This is an optimization exercise on Yosys and OpenROAD, whose aim is small area, not a production implementation.
In this exercise RTL edits were held to simulation tests only and were not proved equivalent to the original.
The flow treats the clock pin as an ideal source. Dropping or thinning the clock tree relies on that and would not hold on a real chip.
Power figures rest on the tool's default switching activity, not on a simulated workload.

Setup of lane 3:
==> module FIFO8x8, before the edit <==
module FIFO8x8 (
    input clk, rst,
    input rden, wren,
    input [7:0] DataIn,
    output [7:0] DataOut,
    output fifo_full,
    output fifo_empty,
    output data_out_valid
);
reg [7:0] mem [0:15];
reg [3:0] idx;
wire pop = rden & ~fifo_empty;
integer i;
always @(posedge clk)
    if (wren) begin
        mem[0] <= DataIn;
        for (i = 1; i < 16; i = i + 1)
            mem[i] <= mem[i-1];
    end
always @(posedge clk or posedge rst) begin
    if (rst)
        idx <= 4'hF;
    else if (wren != pop)
        idx <= wren ? idx + 4'd1 : idx - 4'd1;
end
assign fifo_full = 1'b0;
assign fifo_empty = &idx;
assign data_out_valid = pop;
reg [7:0] rd;
integer k;
always @(*) begin
    rd = 8'd0;
    for (k = 0; k < 16; k = k + 1)
        rd = rd | (mem[k] & {8{idx == k}});
end
assign DataOut = rd;
endmodule
==> module UART_Transmitter, before the edit <==
module UART_Transmitter (
    input clk, rst,
    input start_tx,
    input [7:0] tx_data,
    output reg tx_out,
    output reg tx_busy,
    output tx_ready
);
localparam [12:0] INV = 13'b0101010101010;
reg [12:0] baud_q;
wire [12:0] baud_counter = baud_q ^ INV;
reg [3:0] bit_counter;    
wire tick = ~baud_counter[0] & ~baud_counter[1] & ~baud_counter[2] & ~baud_counter[3] & baud_counter[6] & baud_counter[7] & baud_counter[8] & baud_counter[9] & ~baud_counter[10] & baud_counter[12];
wire last = bit_counter[3] & ~bit_counter[1] & bit_counter[0];    
always @(posedge clk) begin
    if (tx_busy && !tick)
        baud_q <= {baud_counter[11:0], ~(baud_counter[12] ^ baud_counter[4])} ^ INV;
    else
        baud_q <= INV;
end
always @(posedge clk) begin
    if (!tx_busy)
        bit_counter <= 4'd15;
    else if (tick)
        bit_counter <= bit_counter + 4'd1;
end
wire bit_val = bit_counter[3] ? ~(bit_counter[1] & bit_counter[0]) : tx_data[bit_counter[2:0]];
always @(posedge clk or posedge rst) begin
    if (rst) begin
        tx_out <= 1'b1;
        tx_busy <= 1'b0;
    end else if (tx_busy) begin
        if (tick) begin
            tx_out <= bit_val;
            if (last) tx_busy <= 1'b0;
        end
    end else if (start_tx)
        tx_busy <= 1'b1;
end
assign tx_ready = ~tx_busy;
endmodule
clock: 5.0 ns
lec_check: 0
cap_margin: 20
core_margin: 2
core_utilization: 40
slew_margin: 20
standard.sh (not shown) runs the stock make flow with config.mk's settings and CLKGATE_MAP_FILE= SYNTH_SCRIPT=/design/flow/synth_recipe.tcl, a recipe that flattens the netlist after the stock synthesis.
==> flow/flow/run.sh <==
#!/bin/bash
# The standard layout with three changes:
# - synthesis maps the logic with an area-oriented ABC script
#   (flow/abc_area.script, three rounds of &dch -f and &nf -a -R 1000) in place of ORFS's
#   speed script; everything else in synthesis is unchanged, so the registers
#   are those of the standard synthesis;
# - the clock tree is the two-level inverter tree of flow/invtree.tcl, built
#   in the CTS step by flow/cts_pre.tcl;
# - each port gets a buf_1 as its buffer.
set -euo pipefail
rm -rf scripts_abc
cp -r "$FLOW_HOME/scripts" scripts_abc
cp flow/abc_area.script scripts_abc/abc_speed.script
export SCRIPTS_DIR="$PWD/scripts_abc"
export PRE_CTS_TCL="$PWD/flow/cts_pre.tcl"
export BUFFER_PORTS_ARGS="-buffer_cell sky130_fd_sc_hd__buf_1"
bash standard.sh finish > standard_finish.log 2>&1
Other scripts of this flow, unchanged in this note and not shown: flow/flow/abc_area.script, flow/flow/cts_pre.tcl, flow/flow/invtree.tcl
The following lists how lane 2 was set up differently from lane 3:
diff --git a/flow/design.v b/flow/design.v
--- a/flow/design.v
+++ b/flow/design.v
@@ -17,11 +17,13 @@
         for (i = 1; i < 16; i = i + 1)
             mem[i] <= mem[i-1];
     end
+wire [3:0] c = idx ^ {4{~wren}};
+wire [3:0] t = {c[2] & c[1] & c[0], c[1] & c[0], c[0], 1'b1};
 always @(posedge clk or posedge rst) begin
     if (rst)
         idx <= 4'hF;
     else if (wren != pop)
-        idx <= wren ? idx + 4'd1 : idx - 4'd1;
+        idx <= idx ^ t;
 end
 assign fifo_full = 1'b0;
 assign fifo_empty = &idx;
@@ -84,7 +86,7 @@
     if (!tx_busy)
         bit_counter <= 4'd15;
     else if (tick)
-        bit_counter <= bit_counter + 4'd1;
+        bit_counter <= bit_counter ^ {&bit_counter[2:0], &bit_counter[1:0], bit_counter[0], 1'b1};    
 end
 wire bit_val = bit_counter[3] ? ~(bit_counter[1] & bit_counter[0]) : tx_data[bit_counter[2:0]];
 always @(posedge clk or posedge rst) begin
- Share of the core filled with cells in the final layout up 1.0 points in lane 2 wrt lane 3
- No stage failed in lane 2, and the final checks on the layout all came back clean.
- For the fmax, lane 2 came in 3.9% higher than lane 3 did.
- | die footprint | lane 2 vs lane 3 | 250 um2 lower |
- Compared with lane 3, lane 2 shows a higher initial standard-cell utilization of the core.
- In lane 2, reported net switching power is higher than in lane 3.
- Lane 2 ended up with a lower number of global-route vias before repair than lane 3 did.
- Diff lane 3 -> lane 2 | count of inverters other than clock inverters in the layout | decrease of 1
- Looking at critical path depth, lane 2 sits 6 lower than lane 3 does.
- Data arrival time of the critical path: lane 2 and lane 3 compared, higher one is lane 3
In every run of this note, the design's own scripts or RTL, not TritonCTS, make the clock network.

* * *

Setup of the previous run:
The RTL this note starts from:
==> flow/design.v <==
module FIFO8x8 (
    input clk, rst,
    input rden, wren,
    input [7:0] DataIn,
    output [7:0] DataOut,
    output fifo_full,
    output fifo_empty,
    output data_out_valid
);
reg [127:0] mem;    
reg [3:0] idx;
wire pop = rden & ~fifo_empty;
wire [127:0] w = {128{wren}};
always @(posedge clk)
    mem <= ({mem[119:0], DataIn} & w) | (mem & ~w);
always @(posedge clk or posedge rst) begin
    if (rst)
        idx <= 4'hF;
    else if (wren != pop)
        idx <= wren ? idx + 4'd1 : idx - 4'd1;
end
assign fifo_full = 1'b0;
assign fifo_empty = &idx;
assign data_out_valid = pop;
assign DataOut = mem[8*idx +: 8];
endmodule
module FSM_Packetizer (
    input clk, rst,
    input fifo_empty, tx_ready,
    input [7:0] fifo_data,
    output tx_enable,
    output reg [7:0] tx_data
);
localparam IDLE = 4'd0, WAITR = 4'd1, LOAD = 4'd2, SEND0 = 4'd3, DONE = 4'd13;
reg [3:0] state;
always @(posedge clk or posedge rst) begin
    if (rst)
        state <= IDLE;
    else if (state == IDLE) begin
        if (!fifo_empty) state <= WAITR;
    end else if (state == WAITR) begin
        if (tx_ready) state <= LOAD;
    end else if (state == DONE)
        state <= IDLE;
    else
        state <= state + 4'd1;
end
always @(posedge clk)
    if (state == LOAD) tx_data <= fifo_data;
assign tx_enable = (state == SEND0);
endmodule
module UART_Transmitter (
    input clk, rst,
    input start_tx,
    input [7:0] tx_data,
    output reg tx_out,
    output reg tx_busy,
    output tx_ready
);
localparam [12:0] BAUD_TICKS = 13'd5208;
reg [12:0] baud_counter;
reg [3:0] bit_counter;
wire tick = &(baud_counter | ~BAUD_TICKS);
wire last = bit_counter[3] & bit_counter[1];    
always @(posedge clk) begin
    if (tx_busy && !tick)
        baud_counter <= baud_counter + 13'd1;
    else
        baud_counter <= 13'd0;
end
always @(posedge clk) begin
    if (!tx_busy)
        bit_counter <= 4'd0;
    else if (tick)
        bit_counter <= bit_counter + 4'd1;
end
reg bit_val;
always @(*) begin
    case (bit_counter)
        4'd0: bit_val = 1'b0;
        4'd1: bit_val = tx_data[0];
        4'd2: bit_val = tx_data[1];
        4'd3: bit_val = tx_data[2];
        4'd4: bit_val = tx_data[3];
        4'd5: bit_val = tx_data[4];
        4'd6: bit_val = tx_data[5];
        4'd7: bit_val = tx_data[6];
        4'd8: bit_val = tx_data[7];
        default: bit_val = 1'b1;
    endcase
end
always @(posedge clk or posedge rst) begin
    if (rst) begin
        tx_out <= 1'b1;
        tx_busy <= 1'b0;
    end else if (tx_busy) begin
        if (tick) begin
            tx_out <= bit_val;
            if (last) tx_busy <= 1'b0;
        end
    end else if (start_tx)
        tx_busy <= 1'b1;
end
assign tx_ready = ~tx_busy;
endmodule
module Top_Module (
    input clk, rst,
    input wr_en, rd_en,          
    input tx_ready,
    input [7:0] data_in,
    output tx_out,
    output fifo_full, fifo_empty,
    output tx_busy, tx_ready_out
);
wire [7:0] fifo_data_out;
wire fifo_rden, uart_start_tx;
wire [7:0] uart_tx_data;
FIFO8x8 fifo_inst (
    .clk(clk),
    .rst(rst),
    .wren(wr_en),
    .rden(fifo_rden),
    .DataIn(data_in),
    .DataOut(fifo_data_out),
    .fifo_full(fifo_full),
    .fifo_empty(fifo_empty),
    .data_out_valid(uart_start_tx)
);
FSM_Packetizer fsm_inst (
    .clk(clk),
    .rst(rst),
    .fifo_empty(fifo_empty),
    .tx_ready(tx_ready),
    .fifo_data(fifo_data_out),
    .tx_enable(fifo_rden),
    .tx_data(uart_tx_data)
);
UART_Transmitter uart_inst (
    .clk(clk),
    .rst(rst),
    .start_tx(uart_start_tx),
    .tx_data(uart_tx_data),
    .tx_out(tx_out),
    .tx_busy(tx_busy),
    .tx_ready(tx_ready_out)
);
endmodule
make LEC_CHECK=0 CAP_MARGIN=20 CORE_MARGIN=2 CORE_UTILIZATION=40 SLEW_MARGIN=20 finish   # period 5.0 ns
run.sh (not shown) runs the stock make flow with config.mk's settings and CLKGATE_MAP_FILE= SYNTH_SCRIPT=/design/flow/synth_recipe.tcl, a recipe that flattens the netlist after the stock synthesis.
Stock flow here: none of the scripts above is used.
[inputs] the current run vs the previous run
==> flow/design.v, changed modules only <==
module UART_Transmitter (
    input clk, rst,
    input start_tx,
    input [7:0] tx_data,
    output reg tx_out,
    output reg tx_busy,
    output tx_ready
);
reg [12:0] baud_counter;
reg [3:0] bit_counter;    
wire tick = ~baud_counter[0] & ~baud_counter[1] & ~baud_counter[2] & ~baud_counter[3] & baud_counter[6] & baud_counter[7] & baud_counter[8] & baud_counter[9] & ~baud_counter[10] & baud_counter[12];
wire last = bit_counter[3] & ~bit_counter[1] & bit_counter[0];    
always @(posedge clk) begin
    if (tx_busy && !tick)
        baud_counter <= {baud_counter[11:0], ~(baud_counter[12] ^ baud_counter[4])};
    else
        baud_counter <= 13'd0;
end
always @(posedge clk) begin
    if (!tx_busy)
        bit_counter <= 4'd15;
    else if (tick)
        bit_counter <= bit_counter + 4'd1;
end
wire bit_val = bit_counter[3] ? ~(bit_counter[1] & bit_counter[0]) : tx_data[bit_counter[2:0]];
always @(posedge clk or posedge rst) begin
    if (rst) begin
        tx_out <= 1'b1;
        tx_busy <= 1'b0;
    end else if (tx_busy) begin
        if (tick) begin
            tx_out <= bit_val;
            if (last) tx_busy <= 1'b0;
        end
    end else if (start_tx)
        tx_busy <= 1'b1;
end
assign tx_ready = ~tx_busy;
endmodule
Results
Most utilized layer in the global route result = met2: the previous run; most utilized layer in the global route result = met1: the current run. Against the previous run, total power in the current run came out worse. In the current run, the final worst-path cycle share came out 3.4 points below the value in the previous run. Area of the core for the current run: 1.1% down relative to the previous run. Final standard cell count with taps included and fillers excluded came out lower on the current run than on the previous run. In the flow results for the previous run and the current run, the leakage power is smaller on the current run. Comparing the current run with the previous run, the hold slack came out essentially unchanged. | layout-stage area growth over the synthesis result | the current run vs the previous run | 0.71 points higher |. Between the previous run and the current run, slew at the pin closest to its max-slew limit is lower for the current run, the previous run comes in above that. Measured against each other, the previous run and the current run differ in sequential fraction of the synthesis area, the higher figure coming from the current run. Relative to the previous run, the highest achievable clock rate of the current run is higher by 5.0%. The previous run → the current run: core utilization lower, wire length of the first global-routing pass has decreased. In the current run, starting density of the core is lower than in the previous run. Portion of total power attributed to the clock network: the current run vs the previous run — no meaningful difference.

port drivers added, routing unchanged:
How much do the figures lean on ideal ports? The routed layouts below were timed once more, with nothing changed but the port constraints. Step 1 assumes that a clkbuf_16 drives the clock port and a buf_2 every other input. Step 2, shift: input delay + t, output delay - t, t = (earliest + latest rising clock arrival at the registers) / 2. This alone moves slack from input paths to output paths. Slacks: ideal / step 1 / step 2; pairs: ideal / step 1.
| run | t, ns | setup slack, ns | latest minus earliest clock arrival (ns) | slew at the worst register clock pin (ns) | worst slew at a driven data input, ns |
|---|---|---|---|---|---|
| lane 3 | 0.243 | 2.189 / 2.151 / 2.189 | 0.008 / 0.009 | 0.09 / 0.09 | 0.03 |
| lane 2 | 0.243 | 2.294 / 2.331 / 2.087 | 0.011 / 0.011 | 0.10 / 0.10 | 0.03 |
| the previous run | 0.465 | 1.490 / 1.448 / 1.913 | 0.009 / 0.009 | 0.06 / 0.06 | 0.03 |
| the current run | 0.459 | 1.658 / 1.618 / 1.764 | 0.008 / 0.008 | 0.07 / 0.07 | 0.03 |
After both steps every run listed still meets setup and hold. For lane 2, which loses most, drivers alone change the setup slack by +0.037 ns; drivers and shift together by -0.207 ns.
